Context: an optimization exercise on an open-source flow, tuned for small area, a short achievable clock period and few clock cycles per item. The choices shown serve that exercise and are no tape-out recipe. Where RTL was checked, it was by simulation tests only, not by an equivalence proof against the original. No activity file was given, so power comes from the tool's default toggle rates.

==> run Z <==
// DSP_CONV1D
module DSP_CONV1D #(
    parameter AXI_DATA_WIDTH = 32,
    parameter AXI_ADDR_WIDTH = 5,  
    parameter DSP_DATA_WIDTH = 32,
    parameter MAX_CONV_LEN = 256,
    parameter MAX_KERNEL_LEN = 32
)(
    input  s_axi_clk,
    input  s_axi_resetn,  
    input  [AXI_ADDR_WIDTH-1:0] s_axi_awaddr,
    input  s_axi_awvalid,
    output reg s_axi_awready,
    input  [AXI_DATA_WIDTH-1:0] s_axi_wdata,
    input  [AXI_DATA_WIDTH/8-1:0] s_axi_wstrb,
    input  s_axi_wvalid,
    output reg s_axi_wready,
    output reg  s_axi_bvalid,
    input  s_axi_bready,
    output reg [1:0] s_axi_bresp,
    input  [AXI_ADDR_WIDTH-1:0] s_axi_araddr,
    input  s_axi_arvalid,
    output reg s_axi_arready,
    output reg [AXI_DATA_WIDTH-1:0] s_axi_rdata,
    output reg [1:0] s_axi_rresp,
    output reg s_axi_rvalid,
    input  s_axi_rready,
    output interrupt_o,
    output reg [DSP_DATA_WIDTH-1:0] dsp_mem_addr_o,
    input  [DSP_DATA_WIDTH-1:0] dsp_mem_rdata_i,
    output reg dsp_mem_req_o,
    input  dsp_mem_ack_i,
    output reg dsp_mem_we_o,
    output reg [DSP_DATA_WIDTH-1:0] dsp_mem_wdata_o
);
clock: 9.0 ns
lec_check: 0
abc_clock_period_in_ps: 3000
cap_margin: 20
core_margin: 2
core_utilization: 40
setup_slack_margin: 5
slew_margin: 20
run.sh (not shown) runs the stock make flow with config.mk's settings and CLKGATE_MAP_FILE= SYNTH_SCRIPT=/design/flow/synth_recipe.tcl, a recipe that flattens the netlist after the stock synthesis.
==> run M (differences from run Z) <==
--- a/flow/design.v
+++ b/flow/design.v
@@ -48,17 +48,18 @@
     reg busy_r;
     reg done_r;
     reg error_r;
     reg [31:0] data_in_addr_r;
     reg [31:0] kernel_addr_r;
     reg [31:0] data_out_addr_r;
     reg [31:0] data_len_r;
     reg [31:0] kernel_len_r;
-    assign interrupt_o = (done_r || error_r) && interrupt_enable_r;
+    reg irq_q;       
+    assign interrupt_o = irq_q;
     wire axi_write_fire_w = s_axi_awvalid && s_axi_awready && s_axi_wvalid && s_axi_wready;
     wire axi_read_fire_w  = s_axi_arvalid && s_axi_arready;
     wire start_cmd_w = axi_write_fire_w && (s_axi_awaddr == CTRL_REG_ADDR) && s_axi_wdata[0] && !busy_r;
     wire status_read_w = axi_read_fire_w && (s_axi_araddr == STATUS_REG_ADDR);
     always @(posedge s_axi_clk or negedge s_axi_resetn) begin
         if (!s_axi_resetn) begin
             s_axi_awready <= 1'b0;
             s_axi_wready  <= 1'b0;
@@ -158,40 +159,51 @@
         small_q <= (nm1_q < P - 1);
         lasti_q <= (nm1_q < P - 1) ? 8'd0 : (nm1_q + 8'd1 - P);
         nblk_q  <= {1'b0, nm1_q >> LP} + 9'd1;
         skip_q  <= (P - 1) - nm1_q[LP-1:0];
     end
     reg errp_q;      
     reg start_q;     
     wire finish_w;
+    wire inten_n = (axi_write_fire_w && s_axi_awaddr == CTRL_REG_ADDR) ? s_axi_wdata[1] : interrupt_enable_r;
+    reg done_n, error_n;
+    always @(*) begin
+        done_n = done_r;
+        error_n = error_r;
+        if (start_cmd_w) begin
+            done_n = 1'b0;
+            error_n = 1'b0;
+        end else if (finish_w || errp_q) begin
+            done_n = 1'b1;
+            error_n = errp_q;
+        end else if (status_read_w) begin
+            done_n = 1'b0;
+            error_n = 1'b0;
+        end
+    end
     always @(posedge s_axi_clk or negedge s_axi_resetn) begin
         if (!s_axi_resetn) begin
             busy_r  <= 1'b0;
             done_r  <= 1'b0;
             error_r <= 1'b0;
+            irq_q   <= 1'b0;
             errp_q  <= 1'b0;
             start_q <= 1'b0;
         end else begin
             start_q <= start_cmd_w && !inv_q;
+            done_r  <= done_n;
+            error_r <= error_n;
+            irq_q   <= inten_n && (done_n || error_n);
             if (start_cmd_w) begin
                 busy_r  <= 1'b1;
-                done_r  <= 1'b0;
-                error_r <= 1'b0;
                 errp_q  <= inv_q;
-            end else begin
-                if (finish_w || errp_q) begin
-                    done_r  <= 1'b1;
-                    error_r <= errp_q;
-                    busy_r  <= 1'b0;
-                    errp_q  <= 1'b0;
-                end else if (status_read_w) begin
-                    done_r  <= 1'b0;
-                    error_r <= 1'b0;
-                end
+            end else if (finish_w || errp_q) begin
+                busy_r  <= 1'b0;
+                errp_q  <= 1'b0;
             end
         end
     end
     localparam FPW = (FD > 1) ? $clog2(FD) : 1;
     reg [31:0]    fifo [0:FD-1];
     reg [FPW:0]   f_cnt, f_res;
     reg [FPW-1:0] f_rp, f_wp;
     reg           f_avail_q, f_roomy_q;
@@ -256,36 +268,29 @@
     end
     reg        r_act;      
     reg        r_k;        
     reg [LP:0] r_fill;     
     reg [5:0]  r_kidx;     
     reg [8:0]  r_nblk;     
     reg [7:0]  r_i;        
     reg [8:0]  rx_idx;     
-    reg [31:0] raddr_q;    
-    reg        rv_q;       
     wire [7:0] r_inext = (r_nblk == 9'd2) ? lasti_q : r_i + P;
     wire r_grpend = (r_fill == 1);
     wire r_blkend = r_grpend && (r_kidx == kl_q);
-    wire r_gen = r_act && (!rv_q || do_r);
-    wire [31:0] r_addr = (r_k ? kernel_addr_r : data_in_addr_r) + (r_k ? {26'd0, r_kidx} : {23'd0, rx_idx});
+    wire r_gen = do_r;
     always @(posedge s_axi_clk or negedge s_axi_resetn) begin
         if (!s_axi_resetn) begin
             r_act <= 1'b0;
-            rv_q  <= 1'b0;
         end else begin
             if (start_q) r_act <= 1'b1;
             else if (r_gen && !r_k && r_blkend && r_nblk == 9'd1) r_act <= 1'b0;
-            if (r_gen) rv_q <= 1'b1;
-            else if (do_r) rv_q <= 1'b0;
         end
     end
     always @(posedge s_axi_clk) begin
-        if (r_gen) raddr_q <= r_addr;
         if (start_q) begin
             r_k     <= 1'b1;
             r_kidx  <= 6'd0;
             r_nblk  <= nblk_q;
             r_i     <= 8'd0;
             rx_idx  <= 9'd0;
         end else if (r_gen) begin
             if (r_k) begin
@@ -301,44 +306,49 @@
                     r_nblk  <= r_nblk - 9'd1;
                     r_i     <= r_inext;
                     rx_idx  <= {1'b0, r_inext};
                 end
             end
         end
     end
     wire m_free = !dsp_mem_req_o || dsp_mem_ack_i;
-    wire want_r = rv_q && (f_roomy_q || f_pop);
-    assign do_w = m_free && wq_ne_q;
-    assign do_r = m_free && !wq_ne_q && want_r;
-    reg [31:0] waddr_q;    
+    wire want_r = r_act && (f_roomy_q || f_pop);
+    wire wsel = wq_ne_q && !(want_r && f_cnt < 2);    
+    assign do_w = m_free && wsel;
+    assign do_r = m_free && !wsel && want_r;
+    reg [8:0]  w_idx;      
+    wire [31:0] base_sel = wsel ? data_out_addr_r : (r_k ? kernel_addr_r : data_in_addr_r);
+    wire [8:0]  idx_sel  = wsel ? w_idx : (r_k ? {3'b0, r_kidx} : rx_idx);
+    wire [9:0]  addr_lo  = {1'b0, base_sel[8:0]} + {1'b0, idx_sel};
+    wire [22:0] base_inc = base_sel[31:9] + 23'd1;
+    wire [31:0] addr_nx  = {addr_lo[9] ? base_inc : base_sel[31:9], addr_lo[8:0]};
     always @(posedge s_axi_clk or negedge s_axi_resetn) begin
         if (!s_axi_resetn) begin
             dsp_mem_req_o <= 1'b0;
             dsp_mem_we_o  <= 1'b0;
         end else if (m_free) begin
             dsp_mem_req_o <= wq_ne_q || want_r;
-            dsp_mem_we_o  <= wq_ne_q;
+            dsp_mem_we_o  <= wsel;
         end
     end
     always @(posedge s_axi_clk) begin
         if (m_free) begin
-            dsp_mem_addr_o  <= wq_ne_q ? waddr_q : raddr_q;
+            dsp_mem_addr_o  <= addr_nx;
             dsp_mem_wdata_o <= wq[wq_rp];
         end
-        if (start_q) waddr_q <= data_out_addr_r;
-        else if (do_w) waddr_q <= waddr_q + 32'd1;
+        if (start_q) w_idx <= 9'd0;
+        else if (do_w) w_idx <= w_idx + 9'd1;
     end
     reg st_kload, st_run, st_flush, st_drain;
     reg [5:0]    c_tap;
     reg [LP-1:0] c_slot;
     reg [8:0]    c_nblk;
     reg          c_first;    
     reg          t0, tl, s0, sl;    
-    reg [31:0] a_q;          
     reg [47:0] ksel_q;       
     reg [31:0] dl [0:P-2];   
     wire need_f = t0 || s0 || sl;
     wire wr_op  = t0 && !c_first;
     wire iss_run = st_run && (!need_f || f_avail_q) && (!wr_op || wcredit_q);
     wire flush_wr = small_q ? ({1'b0, c_slot} <= nm1_q[LP:0]) : (c_slot >= skip_q);
     wire iss_flush = st_flush && (!flush_wr || wcredit_q);
     wire iss_kload = st_kload && f_avail_q;
@@ -348,17 +358,16 @@
     wire [47:0] ksel_w;
     conv_booth_enc u_enc (.k(f_head), .sel(ksel_w));
     wire drained = !v0 && !v1 && !wq_ne_q && !dsp_mem_req_o;
     assign finish_w = st_drain && drained;
     integer di;
     always @(posedge s_axi_clk) begin
         if (iss_kload || (iss_run && s0 && !t0)) ksel_q <= ksel_w;
         if (iss_run) begin
-            a_q <= x_in;
             for (di = 0; di < P-2; di = di + 1) dl[di] <= dl[di+1];
             dl[P-2] <= x_in;
         end
     end
     always @(posedge s_axi_clk or negedge s_axi_resetn) begin
         if (!s_axi_resetn) begin
             st_kload <= 1'b0; st_run <= 1'b0; st_flush <= 1'b0; st_drain <= 1'b0;
             c_tap <= 6'd0; c_slot <= 0; c_nblk <= 9'd0; c_first <= 1'b0;
@@ -405,17 +414,17 @@
                 st_flush <= 1'b0;
                 st_drain <= 1'b1;
             end
             if (finish_w) st_drain <= 1'b0;
         end
     end
     wire [R*32-1:0] rows_w;
     reg  [R*32-1:0] rows_q;
-    conv_mul_s1 u_s1 (.x(a_q), .sel(ksel_q), .rows(rows_w));
+    conv_mul_s1 u_s1 (.x(dl[P-2]), .sel(ksel_q), .rows(rows_w));
     always @(posedge s_axi_clk) rows_q <= rows_w;
     reg  [31:0] ring [0:P-2];
     reg  [31:0] rcs0, rcs1;
     wire [31:0] acc_in = f1 ? 32'd0 : ring[0];
     wire [31:0] q0_w, q1_w;
     conv_mul_s2 u_s2 (.rows(rows_q), .acc(acc_in), .q0(q0_w), .q1(q1_w));
     integer ri;
     always @(posedge s_axi_clk) begin
==> flow/flow/run.sh (new file) <==
#!/bin/bash
set -euo pipefail
bash standard.sh SETUP_SLACK_MARGIN=6 "BUFFER_PORTS_ARGS=-buffer_cell sky130_fd_sc_hd__buf_4" finish > standard_finish.log 2>&1
==> flow/standard.sh (new file) <==
#!/bin/bash
# synth_recipe.tcl (not shown) runs the flow's synth.tcl, then flattens the netlist and writes it again
# the make line also repeats each setting of config.mk as NAME=value (left out here)
make -C /OpenROAD-flow-scripts/flow DESIGN_CONFIG=/design/flow/config.mk WORK_HOME=/design/flow/orfs CLKGATE_MAP_FILE= SYNTH_SCRIPT=/design/flow/synth_recipe.tcl "${@:-finish}"
Settings changed: CORE_UTILIZATION 40 to 55, SETUP_SLACK_MARGIN 5 to unset.
removed: flow/run.sh
==> run P (differences from run Z) <==
--- a/flow/design.v
+++ b/flow/design.v
@@ -48,17 +48,18 @@
     reg busy_r;
     reg done_r;
     reg error_r;
     reg [31:0] data_in_addr_r;
     reg [31:0] kernel_addr_r;
     reg [31:0] data_out_addr_r;
     reg [31:0] data_len_r;
     reg [31:0] kernel_len_r;
-    assign interrupt_o = (done_r || error_r) && interrupt_enable_r;
+    reg irq_q;       
+    assign interrupt_o = irq_q;
     wire axi_write_fire_w = s_axi_awvalid && s_axi_awready && s_axi_wvalid && s_axi_wready;
     wire axi_read_fire_w  = s_axi_arvalid && s_axi_arready;
     wire start_cmd_w = axi_write_fire_w && (s_axi_awaddr == CTRL_REG_ADDR) && s_axi_wdata[0] && !busy_r;
     wire status_read_w = axi_read_fire_w && (s_axi_araddr == STATUS_REG_ADDR);
     always @(posedge s_axi_clk or negedge s_axi_resetn) begin
         if (!s_axi_resetn) begin
             s_axi_awready <= 1'b0;
             s_axi_wready  <= 1'b0;
@@ -158,40 +159,51 @@
         small_q <= (nm1_q < P - 1);
         lasti_q <= (nm1_q < P - 1) ? 8'd0 : (nm1_q + 8'd1 - P);
         nblk_q  <= {1'b0, nm1_q >> LP} + 9'd1;
         skip_q  <= (P - 1) - nm1_q[LP-1:0];
     end
     reg errp_q;      
     reg start_q;     
     wire finish_w;
+    wire inten_n = (axi_write_fire_w && s_axi_awaddr == CTRL_REG_ADDR) ? s_axi_wdata[1] : interrupt_enable_r;
+    reg done_n, error_n;
+    always @(*) begin
+        done_n = done_r;
+        error_n = error_r;
+        if (start_cmd_w) begin
+            done_n = 1'b0;
+            error_n = 1'b0;
+        end else if (finish_w || errp_q) begin
+            done_n = 1'b1;
+            error_n = errp_q;
+        end else if (status_read_w) begin
+            done_n = 1'b0;
+            error_n = 1'b0;
+        end
+    end
     always @(posedge s_axi_clk or negedge s_axi_resetn) begin
         if (!s_axi_resetn) begin
             busy_r  <= 1'b0;
             done_r  <= 1'b0;
             error_r <= 1'b0;
+            irq_q   <= 1'b0;
             errp_q  <= 1'b0;
             start_q <= 1'b0;
         end else begin
             start_q <= start_cmd_w && !inv_q;
+            done_r  <= done_n;
+            error_r <= error_n;
+            irq_q   <= inten_n && (done_n || error_n);
             if (start_cmd_w) begin
                 busy_r  <= 1'b1;
-                done_r  <= 1'b0;
-                error_r <= 1'b0;
                 errp_q  <= inv_q;
-            end else begin
-                if (finish_w || errp_q) begin
-                    done_r  <= 1'b1;
-                    error_r <= errp_q;
-                    busy_r  <= 1'b0;
-                    errp_q  <= 1'b0;
-                end else if (status_read_w) begin
-                    done_r  <= 1'b0;
-                    error_r <= 1'b0;
-                end
+            end else if (finish_w || errp_q) begin
+                busy_r  <= 1'b0;
+                errp_q  <= 1'b0;
             end
         end
     end
     localparam FPW = (FD > 1) ? $clog2(FD) : 1;
     reg [31:0]    fifo [0:FD-1];
     reg [FPW:0]   f_cnt, f_res;
     reg [FPW-1:0] f_rp, f_wp;
     reg           f_avail_q, f_roomy_q;
@@ -256,36 +268,29 @@
     end
     reg        r_act;      
     reg        r_k;        
     reg [LP:0] r_fill;     
     reg [5:0]  r_kidx;     
     reg [8:0]  r_nblk;     
     reg [7:0]  r_i;        
     reg [8:0]  rx_idx;     
-    reg [31:0] raddr_q;    
-    reg        rv_q;       
     wire [7:0] r_inext = (r_nblk == 9'd2) ? lasti_q : r_i + P;
     wire r_grpend = (r_fill == 1);
     wire r_blkend = r_grpend && (r_kidx == kl_q);
-    wire r_gen = r_act && (!rv_q || do_r);
-    wire [31:0] r_addr = (r_k ? kernel_addr_r : data_in_addr_r) + (r_k ? {26'd0, r_kidx} : {23'd0, rx_idx});
+    wire r_gen = do_r;
     always @(posedge s_axi_clk or negedge s_axi_resetn) begin
         if (!s_axi_resetn) begin
             r_act <= 1'b0;
-            rv_q  <= 1'b0;
         end else begin
             if (start_q) r_act <= 1'b1;
             else if (r_gen && !r_k && r_blkend && r_nblk == 9'd1) r_act <= 1'b0;
-            if (r_gen) rv_q <= 1'b1;
-            else if (do_r) rv_q <= 1'b0;
         end
     end
     always @(posedge s_axi_clk) begin
-        if (r_gen) raddr_q <= r_addr;
         if (start_q) begin
             r_k     <= 1'b1;
             r_kidx  <= 6'd0;
             r_nblk  <= nblk_q;
             r_i     <= 8'd0;
             rx_idx  <= 9'd0;
         end else if (r_gen) begin
             if (r_k) begin
@@ -301,64 +306,67 @@
                     r_nblk  <= r_nblk - 9'd1;
                     r_i     <= r_inext;
                     rx_idx  <= {1'b0, r_inext};
                 end
             end
         end
     end
     wire m_free = !dsp_mem_req_o || dsp_mem_ack_i;
-    wire want_r = rv_q && (f_roomy_q || f_pop);
+    wire want_r = r_act && (f_roomy_q || f_pop);
     assign do_w = m_free && wq_ne_q;
     assign do_r = m_free && !wq_ne_q && want_r;
-    reg [31:0] waddr_q;    
+    reg [8:0]  w_idx;      
+    wire [31:0] base_sel = wq_ne_q ? data_out_addr_r : (r_k ? kernel_addr_r : data_in_addr_r);
+    wire [8:0]  idx_sel  = wq_ne_q ? w_idx : (r_k ? {3'b0, r_kidx} : rx_idx);
+    wire [9:0]  addr_lo  = {1'b0, base_sel[8:0]} + {1'b0, idx_sel};
+    wire [22:0] base_inc = base_sel[31:9] + 23'd1;
+    wire [31:0] addr_nx  = {addr_lo[9] ? base_inc : base_sel[31:9], addr_lo[8:0]};
     always @(posedge s_axi_clk or negedge s_axi_resetn) begin
         if (!s_axi_resetn) begin
             dsp_mem_req_o <= 1'b0;
             dsp_mem_we_o  <= 1'b0;
         end else if (m_free) begin
             dsp_mem_req_o <= wq_ne_q || want_r;
             dsp_mem_we_o  <= wq_ne_q;
         end
     end
     always @(posedge s_axi_clk) begin
         if (m_free) begin
-            dsp_mem_addr_o  <= wq_ne_q ? waddr_q : raddr_q;
+            dsp_mem_addr_o  <= addr_nx;
             dsp_mem_wdata_o <= wq[wq_rp];
         end
-        if (start_q) waddr_q <= data_out_addr_r;
-        else if (do_w) waddr_q <= waddr_q + 32'd1;
+        if (start_q) w_idx <= 9'd0;
+        else if (do_w) w_idx <= w_idx + 9'd1;
     end
     reg st_kload, st_run, st_flush, st_drain;
     reg [5:0]    c_tap;
     reg [LP-1:0] c_slot;
     reg [8:0]    c_nblk;
     reg          c_first;    
     reg          t0, tl, s0, sl;    
-    reg [31:0] a_q;          
-    reg [47:0] ksel_q;       
+    reg [31:0] k_q;          
     reg [31:0] dl [0:P-2];   
     wire need_f = t0 || s0 || sl;
     wire wr_op  = t0 && !c_first;
     wire iss_run = st_run && (!need_f || f_avail_q) && (!wr_op || wcredit_q);
     wire flush_wr = small_q ? ({1'b0, c_slot} <= nm1_q[LP:0]) : (c_slot >= skip_q);
     wire iss_flush = st_flush && (!flush_wr || wcredit_q);
     wire iss_kload = st_kload && f_avail_q;
     assign f_pop = iss_kload || (iss_run && need_f);
     assign w0_n = (iss_run && wr_op) || (iss_flush && flush_wr);
     wire [31:0] x_in = (t0 || sl) ? f_head : dl[0];
     wire [47:0] ksel_w;
-    conv_booth_enc u_enc (.k(f_head), .sel(ksel_w));
+    conv_booth_enc u_enc (.k(k_q), .sel(ksel_w));
     wire drained = !v0 && !v1 && !wq_ne_q && !dsp_mem_req_o;
     assign finish_w = st_drain && drained;
     integer di;
     always @(posedge s_axi_clk) begin
-        if (iss_kload || (iss_run && s0 && !t0)) ksel_q <= ksel_w;
+        if (iss_kload || (iss_run && s0 && !t0)) k_q <= f_head;
         if (iss_run) begin
-            a_q <= x_in;
             for (di = 0; di < P-2; di = di + 1) dl[di] <= dl[di+1];
             dl[P-2] <= x_in;
         end
     end
     always @(posedge s_axi_clk or negedge s_axi_resetn) begin
         if (!s_axi_resetn) begin
             st_kload <= 1'b0; st_run <= 1'b0; st_flush <= 1'b0; st_drain <= 1'b0;
             c_tap <= 6'd0; c_slot <= 0; c_nblk <= 9'd0; c_first <= 1'b0;
@@ -405,17 +413,17 @@
                 st_flush <= 1'b0;
                 st_drain <= 1'b1;
             end
             if (finish_w) st_drain <= 1'b0;
         end
     end
     wire [R*32-1:0] rows_w;
     reg  [R*32-1:0] rows_q;
-    conv_mul_s1 u_s1 (.x(a_q), .sel(ksel_q), .rows(rows_w));
+    conv_mul_s1 u_s1 (.x(dl[P-2]), .sel(ksel_w), .rows(rows_w));
     always @(posedge s_axi_clk) rows_q <= rows_w;
     reg  [31:0] ring [0:P-2];
     reg  [31:0] rcs0, rcs1;
     wire [31:0] acc_in = f1 ? 32'd0 : ring[0];
     wire [31:0] q0_w, q1_w;
     conv_mul_s2 u_s2 (.rows(rows_q), .acc(acc_in), .q0(q0_w), .q1(q1_w));
     integer ri;
     always @(posedge s_axi_clk) begin
==> flow/flow/run.sh (new file) <==
#!/bin/bash
set -euo pipefail
bash standard.sh SETUP_SLACK_MARGIN=6 "BUFFER_PORTS_ARGS=-buffer_cell sky130_fd_sc_hd__buf_4" finish > standard_finish.log 2>&1
==> flow/standard.sh (new file) <==
#!/bin/bash
# synth_recipe.tcl (not shown) runs the flow's synth.tcl, then flattens the netlist and writes it again
# the make line also repeats each setting of config.mk as NAME=value (left out here)
make -C /OpenROAD-flow-scripts/flow DESIGN_CONFIG=/design/flow/config.mk WORK_HOME=/design/flow/orfs CLKGATE_MAP_FILE= SYNTH_SCRIPT=/design/flow/synth_recipe.tcl "${@:-finish}"
Settings changed: SETUP_SLACK_MARGIN 5 to unset.
removed: flow/run.sh
==> run G (differences from run Z) <==
--- a/flow/design.v
+++ b/flow/design.v
@@ -48,17 +48,18 @@
     reg busy_r;
     reg done_r;
     reg error_r;
     reg [31:0] data_in_addr_r;
     reg [31:0] kernel_addr_r;
     reg [31:0] data_out_addr_r;
     reg [31:0] data_len_r;
     reg [31:0] kernel_len_r;
-    assign interrupt_o = (done_r || error_r) && interrupt_enable_r;
+    reg irq_q;       
+    assign interrupt_o = irq_q;
     wire axi_write_fire_w = s_axi_awvalid && s_axi_awready && s_axi_wvalid && s_axi_wready;
     wire axi_read_fire_w  = s_axi_arvalid && s_axi_arready;
     wire start_cmd_w = axi_write_fire_w && (s_axi_awaddr == CTRL_REG_ADDR) && s_axi_wdata[0] && !busy_r;
     wire status_read_w = axi_read_fire_w && (s_axi_araddr == STATUS_REG_ADDR);
     always @(posedge s_axi_clk or negedge s_axi_resetn) begin
         if (!s_axi_resetn) begin
             s_axi_awready <= 1'b0;
             s_axi_wready  <= 1'b0;
@@ -158,40 +159,51 @@
         small_q <= (nm1_q < P - 1);
         lasti_q <= (nm1_q < P - 1) ? 8'd0 : (nm1_q + 8'd1 - P);
         nblk_q  <= {1'b0, nm1_q >> LP} + 9'd1;
         skip_q  <= (P - 1) - nm1_q[LP-1:0];
     end
     reg errp_q;      
     reg start_q;     
     wire finish_w;
+    wire inten_n = (axi_write_fire_w && s_axi_awaddr == CTRL_REG_ADDR) ? s_axi_wdata[1] : interrupt_enable_r;
+    reg done_n, error_n;
+    always @(*) begin
+        done_n = done_r;
+        error_n = error_r;
+        if (start_cmd_w) begin
+            done_n = 1'b0;
+            error_n = 1'b0;
+        end else if (finish_w || errp_q) begin
+            done_n = 1'b1;
+            error_n = errp_q;
+        end else if (status_read_w) begin
+            done_n = 1'b0;
+            error_n = 1'b0;
+        end
+    end
     always @(posedge s_axi_clk or negedge s_axi_resetn) begin
         if (!s_axi_resetn) begin
             busy_r  <= 1'b0;
             done_r  <= 1'b0;
             error_r <= 1'b0;
+            irq_q   <= 1'b0;
             errp_q  <= 1'b0;
             start_q <= 1'b0;
         end else begin
             start_q <= start_cmd_w && !inv_q;
+            done_r  <= done_n;
+            error_r <= error_n;
+            irq_q   <= inten_n && (done_n || error_n);
             if (start_cmd_w) begin
                 busy_r  <= 1'b1;
-                done_r  <= 1'b0;
-                error_r <= 1'b0;
                 errp_q  <= inv_q;
-            end else begin
-                if (finish_w || errp_q) begin
-                    done_r  <= 1'b1;
-                    error_r <= errp_q;
-                    busy_r  <= 1'b0;
-                    errp_q  <= 1'b0;
-                end else if (status_read_w) begin
-                    done_r  <= 1'b0;
-                    error_r <= 1'b0;
-                end
+            end else if (finish_w || errp_q) begin
+                busy_r  <= 1'b0;
+                errp_q  <= 1'b0;
             end
         end
     end
     localparam FPW = (FD > 1) ? $clog2(FD) : 1;
     reg [31:0]    fifo [0:FD-1];
     reg [FPW:0]   f_cnt, f_res;
     reg [FPW-1:0] f_rp, f_wp;
     reg           f_avail_q, f_roomy_q;
@@ -256,36 +268,29 @@
     end
     reg        r_act;      
     reg        r_k;        
     reg [LP:0] r_fill;     
     reg [5:0]  r_kidx;     
     reg [8:0]  r_nblk;     
     reg [7:0]  r_i;        
     reg [8:0]  rx_idx;     
-    reg [31:0] raddr_q;    
-    reg        rv_q;       
     wire [7:0] r_inext = (r_nblk == 9'd2) ? lasti_q : r_i + P;
     wire r_grpend = (r_fill == 1);
     wire r_blkend = r_grpend && (r_kidx == kl_q);
-    wire r_gen = r_act && (!rv_q || do_r);
-    wire [31:0] r_addr = (r_k ? kernel_addr_r : data_in_addr_r) + (r_k ? {26'd0, r_kidx} : {23'd0, rx_idx});
+    wire r_gen = do_r;
     always @(posedge s_axi_clk or negedge s_axi_resetn) begin
         if (!s_axi_resetn) begin
             r_act <= 1'b0;
-            rv_q  <= 1'b0;
         end else begin
             if (start_q) r_act <= 1'b1;
             else if (r_gen && !r_k && r_blkend && r_nblk == 9'd1) r_act <= 1'b0;
-            if (r_gen) rv_q <= 1'b1;
-            else if (do_r) rv_q <= 1'b0;
         end
     end
     always @(posedge s_axi_clk) begin
-        if (r_gen) raddr_q <= r_addr;
         if (start_q) begin
             r_k     <= 1'b1;
             r_kidx  <= 6'd0;
             r_nblk  <= nblk_q;
             r_i     <= 8'd0;
             rx_idx  <= 9'd0;
         end else if (r_gen) begin
             if (r_k) begin
@@ -301,36 +306,41 @@
                     r_nblk  <= r_nblk - 9'd1;
                     r_i     <= r_inext;
                     rx_idx  <= {1'b0, r_inext};
                 end
             end
         end
     end
     wire m_free = !dsp_mem_req_o || dsp_mem_ack_i;
-    wire want_r = rv_q && (f_roomy_q || f_pop);
+    wire want_r = r_act && (f_roomy_q || f_pop);
     assign do_w = m_free && wq_ne_q;
     assign do_r = m_free && !wq_ne_q && want_r;
-    reg [31:0] waddr_q;    
+    reg [8:0]  w_idx;      
+    wire [31:0] base_sel = wq_ne_q ? data_out_addr_r : (r_k ? kernel_addr_r : data_in_addr_r);
+    wire [8:0]  idx_sel  = wq_ne_q ? w_idx : (r_k ? {3'b0, r_kidx} : rx_idx);
+    wire [9:0]  addr_lo  = {1'b0, base_sel[8:0]} + {1'b0, idx_sel};
+    wire [22:0] base_inc = base_sel[31:9] + 23'd1;
+    wire [31:0] addr_nx  = {addr_lo[9] ? base_inc : base_sel[31:9], addr_lo[8:0]};
     always @(posedge s_axi_clk or negedge s_axi_resetn) begin
         if (!s_axi_resetn) begin
             dsp_mem_req_o <= 1'b0;
             dsp_mem_we_o  <= 1'b0;
         end else if (m_free) begin
             dsp_mem_req_o <= wq_ne_q || want_r;
             dsp_mem_we_o  <= wq_ne_q;
         end
     end
     always @(posedge s_axi_clk) begin
         if (m_free) begin
-            dsp_mem_addr_o  <= wq_ne_q ? waddr_q : raddr_q;
+            dsp_mem_addr_o  <= addr_nx;
             dsp_mem_wdata_o <= wq[wq_rp];
         end
-        if (start_q) waddr_q <= data_out_addr_r;
-        else if (do_w) waddr_q <= waddr_q + 32'd1;
+        if (start_q) w_idx <= 9'd0;
+        else if (do_w) w_idx <= w_idx + 9'd1;
     end
     reg st_kload, st_run, st_flush, st_drain;
     reg [5:0]    c_tap;
     reg [LP-1:0] c_slot;
     reg [8:0]    c_nblk;
     reg          c_first;    
     reg          t0, tl, s0, sl;    
     reg [31:0] a_q;          
==> flow/flow/run.sh (new file) <==
#!/bin/bash
set -euo pipefail
bash standard.sh SETUP_SLACK_MARGIN=6.4 "BUFFER_PORTS_ARGS=-buffer_cell sky130_fd_sc_hd__buf_4" finish > standard_finish.log 2>&1
==> flow/standard.sh (new file) <==
#!/bin/bash
# synth_recipe.tcl (not shown) runs the flow's synth.tcl, then flattens the netlist and writes it again
# the make line also repeats each setting of config.mk as NAME=value (left out here)
make -C /OpenROAD-flow-scripts/flow DESIGN_CONFIG=/design/flow/config.mk WORK_HOME=/design/flow/orfs CLKGATE_MAP_FILE= SYNTH_SCRIPT=/design/flow/synth_recipe.tcl "${@:-finish}"
Settings changed: SETUP_SLACK_MARGIN 5 to unset.
removed: flow/run.sh
==> comparison table <==
| quantity | run M | run Z | run G | run P |
|---|---|---|---|---|
| Fin crit share | 42.9% | 43.8% | 35.5% | 36.7% |
| CP max-delay cell | or4b_1 | dfrtp_1 | or4_4 | dfxtp_4 |
| Chip Width | 308 um | 370 um | 361 um | 377 um |
| Half-perimeter wire length after placement | 83.8 mm | 86.1 mm | 81.4 mm | 98.7 mm |
| Setup repair after global routing missed its margin | true | false | true | true |
| Sequential cell fraction of total power | 37.3% | 35.5% | 37.1% | 36.6% |
| Clock-pin slew of the registers on the worst-case setup and hold paths | 0.07 ns | 0.06 ns | 0.06 ns | 0.06 ns |
| Area of the die | 0.0948 mm2 | 0.137 mm2 | 0.131 mm2 | 0.142 mm2 |
| Average cell area after synthesis | 12.5 um2 | 12.6 um2 | 12.5 um2 | 10.5 um2 |
| Run status | finished clean | finished clean | finished clean | finished clean |
| Synth cell types | 78 | 89 | 77 | 90 |
| Startpoint of the tightest hold check path | w0 | w0 | w0 | f0 |
| Post-route non-filler standard cell count | 5586 | 6251 | 6190 | 7400 |
| Count of instances resized after the clock tree is built | 160 | 4 | 309 | 310 |
| Layout Area Growth over Synthesis | 17.1% | 14.0% | 22.2% | 20.7% |
| Share of synthesized cell area in full adder, half adder and majority cells | 11.7% | 11.1% | 11.7% | 11.9% |
| Required time at the endpoint of the critical path | 9.42 ns | 7.20 ns | 9.44 ns | 9.46 ns |
| Number of antenna violations at the first check in global routing | 2 | 7 | 2 | 1 |
| # Post-CTS Setup Buffers | 63 | 2 | 152 | 138 |
| Proportion of synthesized flip-flops having asynchronous set or reset | 24.9% | 23.7% | 24.9% | 25.3% |
Testbench counts of run G, summed over its fixed seeds: cycles 143,289, macs 128,917.
The RTL of run Z, run M and run P was laid out without a check of its function.

-- re-timing with driven ports --
The flow's constraints put no driver on any port. The routed layouts listed below were extracted and timed again, unchanged, in two steps. Step 1 sets driving cells, clkbuf_16 on the clock port and buf_2 on the other inputs (assumed; they add their load-dependent delay and slew). Step 2 also shifts input and output timing later by t, the mid clock arrival at the registers, as if the neighbouring blocks saw the same clock. a / b / c = ideal ports / drivers / drivers and shift; a / b = the first two.
run | t, ns | setup WS [ns] | slew at the worst register clock pin (ns)
run Z | 0.824 | 5.058 / 4.978 / 4.355 | 0.07 / 0.07
run M | 0.744 | 5.141 / 5.141 / 5.141 | 0.07 / 0.07
run P | 0.794 | 5.699 / 5.699 / 5.262 | 0.07 / 0.07
run G | 0.784 | 5.808 / 5.755 / 5.381 | 0.07 / 0.07
After both steps every run listed still meets setup and hold. The setup slack of run Z, which loses most, moves by -0.080 ns with the drivers and by -0.703 ns with both steps.
